Source: an optimization exercise on an open RTL-to-GDS flow (aim: small area). Production flows keep margins and buffers that such runs may drop.
Only simulation tests tie the RTL to the original design; equivalence was not proved.
Power is estimated from default activity; no workload was simulated.

## v6
==> module hdlc_spmem, before the edit <==
module hdlc_spmem #(
  parameter DEPTH       = 128,
  parameter DEFAULT_OUT = 1'b1
) (
  input            clk,
  input            rst,
  input      [6:0] add,
  input      [7:0] Data_In,
  output reg [7:0] Data_Out,
  input            WR
);
  localparam NG = (DEPTH + 2) / 3;
  reg  [7:0]      used;             
  wire [3*NG-1:0] sel;              
  wire [8*3*NG-1:0] q;              
  wire [8*NG-1:0] y;                
  reg  [7:0]      rd;
  integer i;
  localparam NW = 4;
  wire [8*NW-1:0] wd;
  genvar g;
  generate
    for (g = 0; g < 3*NG; g = g + 1) begin : row
      if (g < DEPTH) begin : m
        reg [7:0] data;
        assign sel[g] = (add == g);
        always @(posedge clk)
          if (sel[g]) data <= wd[8*(g*NW/DEPTH) +: 8];
        assign q[8*g +: 8] = data;
      end else begin : e
        assign sel[g] = 1'b0;
        assign q[8*g +: 8] = 8'h00;
      end
    end
    for (g = 0; g < NW; g = g + 1) begin : wsel
      hdlc_wsel ws (.WR(WR), .WR_n(!WR), .rd(rd), .Data_In(Data_In), .wd(wd[8*g +: 8]));
    end
    for (g = 0; g < NG; g = g + 1) begin : grp
      hdlc_rd3 rd3 (.s(sel[3*g +: 3]), .d0(q[8*(3*g) +: 8]), .d1(q[8*(3*g+1) +: 8]),
                    .d2(q[8*(3*g+2) +: 8]), .y(y[8*g +: 8]));
    end
  endgenerate
  always @(*) begin
    rd = 8'h00;
    for (i = 0; i < NG; i = i + 1)
      rd = rd | ~y[8*i +: 8];
  end
  always @(posedge clk or posedge rst)
    if (rst)
      used <= 8'd0;
    else if (!WR && ({1'b0, add} == used))
      used <= used + 1'b1;
  always @(posedge clk) begin
    if (!WR)
      Data_Out <= {8{DEFAULT_OUT}};
    else if ({1'b0, add} < used)
      Data_Out <= rd;
    else
      Data_Out <= 8'h00;
  end
endmodule
==> flow/config.mk <==
export PLATFORM = sky130hd
export DESIGN_NAME = hdlc
export DESIGN_NICKNAME = hdlc
export VERILOG_FILES = /design/flow/design.v
export SDC_FILE = /design/flow/constraint.sdc
export NUM_CORES = 4
export LEC_CHECK = 0
export CAP_MARGIN = 10
export CORE_MARGIN = 2
export CORE_UTILIZATION = 60
export GPL_TIMING_DRIVEN = 0
export PLACE_DENSITY = 0.8
export SLEW_MARGIN = 10
export SYNTH_HIERARCHICAL = 1
export SYNTH_MINIMUM_KEEP_SIZE = 0
==> flow/constraint.sdc <==
create_clock -name core_clock -period 10.0 [get_ports {CLK_I}]
set_input_delay 2.0000 -clock core_clock [delete_from_list [all_inputs] [get_ports {CLK_I}]]
set_output_delay 2.0000 -clock core_clock [all_outputs]
set_load 0.01 [all_outputs]
standard.sh (not shown) runs the stock make flow with config.mk's settings and CLKGATE_MAP_FILE= SYNTH_SCRIPT=/design/flow/synth_recipe.tcl, a recipe that flattens the netlist after the stock synthesis.
==> flow/flow/run.sh <==
#!/bin/bash
# The standard layout (standard.sh, with the standard synthesis), with
# three knobs changed through make variables:
#  - the buffers that synthesis (ABC) inserted are removed at floorplan, so
#    that the resizer buffers only the nets that need it;
#  - ports are buffered with the smallest buffer;
#  - the clock tree uses clkbuf_16 sink clusters of up to 26 flip-flops
#    within 80 um, and no dummy loads.
# The make output goes to flow_make.log; each ORFS step writes its own log
# under orfs/logs/.
set -euo pipefail
cd "$(dirname "$0")/.."
bash standard.sh \
  REMOVE_ABC_BUFFERS=1 \
  "BUFFER_PORTS_ARGS=-buffer_cell sky130_fd_sc_hd__buf_1" \
  "CTS_ARGS=-sink_clustering_enable -repair_clock_nets -sink_clustering_size 26 -sink_clustering_max_diameter 80 -buf_list sky130_fd_sc_hd__clkbuf_16 -dont_use_dummy_load" \
  finish > flow_make.log 2>&1
Edits applied to the flow inputs when going from v6 to v7:
--- a/flow/design.v
+++ b/flow/design.v
@@ -3,10 +3,17 @@
   input  [7:0] d0, d1, d2,
   output [7:0] y
 );
   assign y = ~((d0 & {8{s[0]}}) | (d1 & {8{s[1]}}) | (d2 & {8{s[2]}}));
 endmodule
+module hdlc_rd1 (
+  input        s,
+  input  [7:0] d0,
+  output [7:0] y
+);
+  assign y = ~(d0 & {8{s}});
+endmodule
 module hdlc_wsel (
   input        WR,
   input        WR_n,    
   input  [7:0] rd,
   input  [7:0] Data_In,
@@ -50,12 +57,16 @@
     end
     for (g = 0; g < NW; g = g + 1) begin : wsel
       hdlc_wsel ws (.WR(WR), .WR_n(!WR), .rd(rd), .Data_In(Data_In), .wd(wd[8*g +: 8]));
     end
     for (g = 0; g < NG; g = g + 1) begin : grp
-      hdlc_rd3 rd3 (.s(sel[3*g +: 3]), .d0(q[8*(3*g) +: 8]), .d1(q[8*(3*g+1) +: 8]),
-                    .d2(q[8*(3*g+2) +: 8]), .y(y[8*g +: 8]));
+      if (DEPTH - 3*g >= 2) begin : s3
+        hdlc_rd3 rd3 (.s(sel[3*g +: 3]), .d0(q[8*(3*g) +: 8]), .d1(q[8*(3*g+1) +: 8]),
+                      .d2(q[8*(3*g+2) +: 8]), .y(y[8*g +: 8]));
+      end else begin : s1
+        hdlc_rd1 rd1 (.s(sel[3*g]), .d0(q[8*(3*g) +: 8]), .y(y[8*g +: 8]));
+      end
     end
   endgenerate
   always @(*) begin
     rd = 8'h00;
     for (i = 0; i < NG; i = i + 1)
Both conditions hold for v6: the flow ran to the end and the final layout passed the timing, design-rule and antenna checks.
v7 finished every step from synthesis to the final layout, and the layout passed the timing, design-rule and antenna checks.
The faster design of the two is v7; v6 tops out lower.
| minimum setup slack after placement | higher: v7 |
Data-path buffer share of cell area in the final layout in v7 is 0.17 points above v6.
Routed wire length in v7 vs v6: up 0.35%
On final cell count, v7 and v6 are neck and neck.
Sequential cell count: v6 vs v7 — no meaningful difference
As far as effective utilization at floorplan is concerned, v7 and v6 perform about the same.
v7 ends up with a count of TritonRoute iterations in the first routing pass that is 2 lower than in v6.
First-pass GRT wire length delta for v7 relative to v6: 0.37% higher
Comparing v7 and v6, delay contributed by the slowest stage of the critical path is higher on v6.
The internal power in v7 was higher than what v6 gave.
Compared v6 against v7; growth of design area from synthesis to finish within noise.

-- re-timing with driven ports --
Ports are ideal in the flow. The routed layouts listed here were re-timed in OpenROAD. Step 1 sets driving cells, clkbuf_16 on the clock port and buf_2 on the other inputs (assumed; they add their load-dependent delay and slew). Step 2 adds t to the input delays and takes it off the output delays; t is the mean of the earliest and latest rising clock arrival at the registers after step 1. Input paths then give back, and output paths get back, about the clock's delay inside the block. Three values: ideal, step 1, step 2; two values: the first two.
run	shift t [ns]	setup WS [ns]	clock arrival spread, ns	cell pins on the clock port's net
v6	0.806	3.816 / 3.816 / 3.816	0.159 / 0.159	1
v7	0.810	4.044 / 4.044 / 4.044	0.151 / 0.151	1
After both steps setup and hold are still met in every run listed.
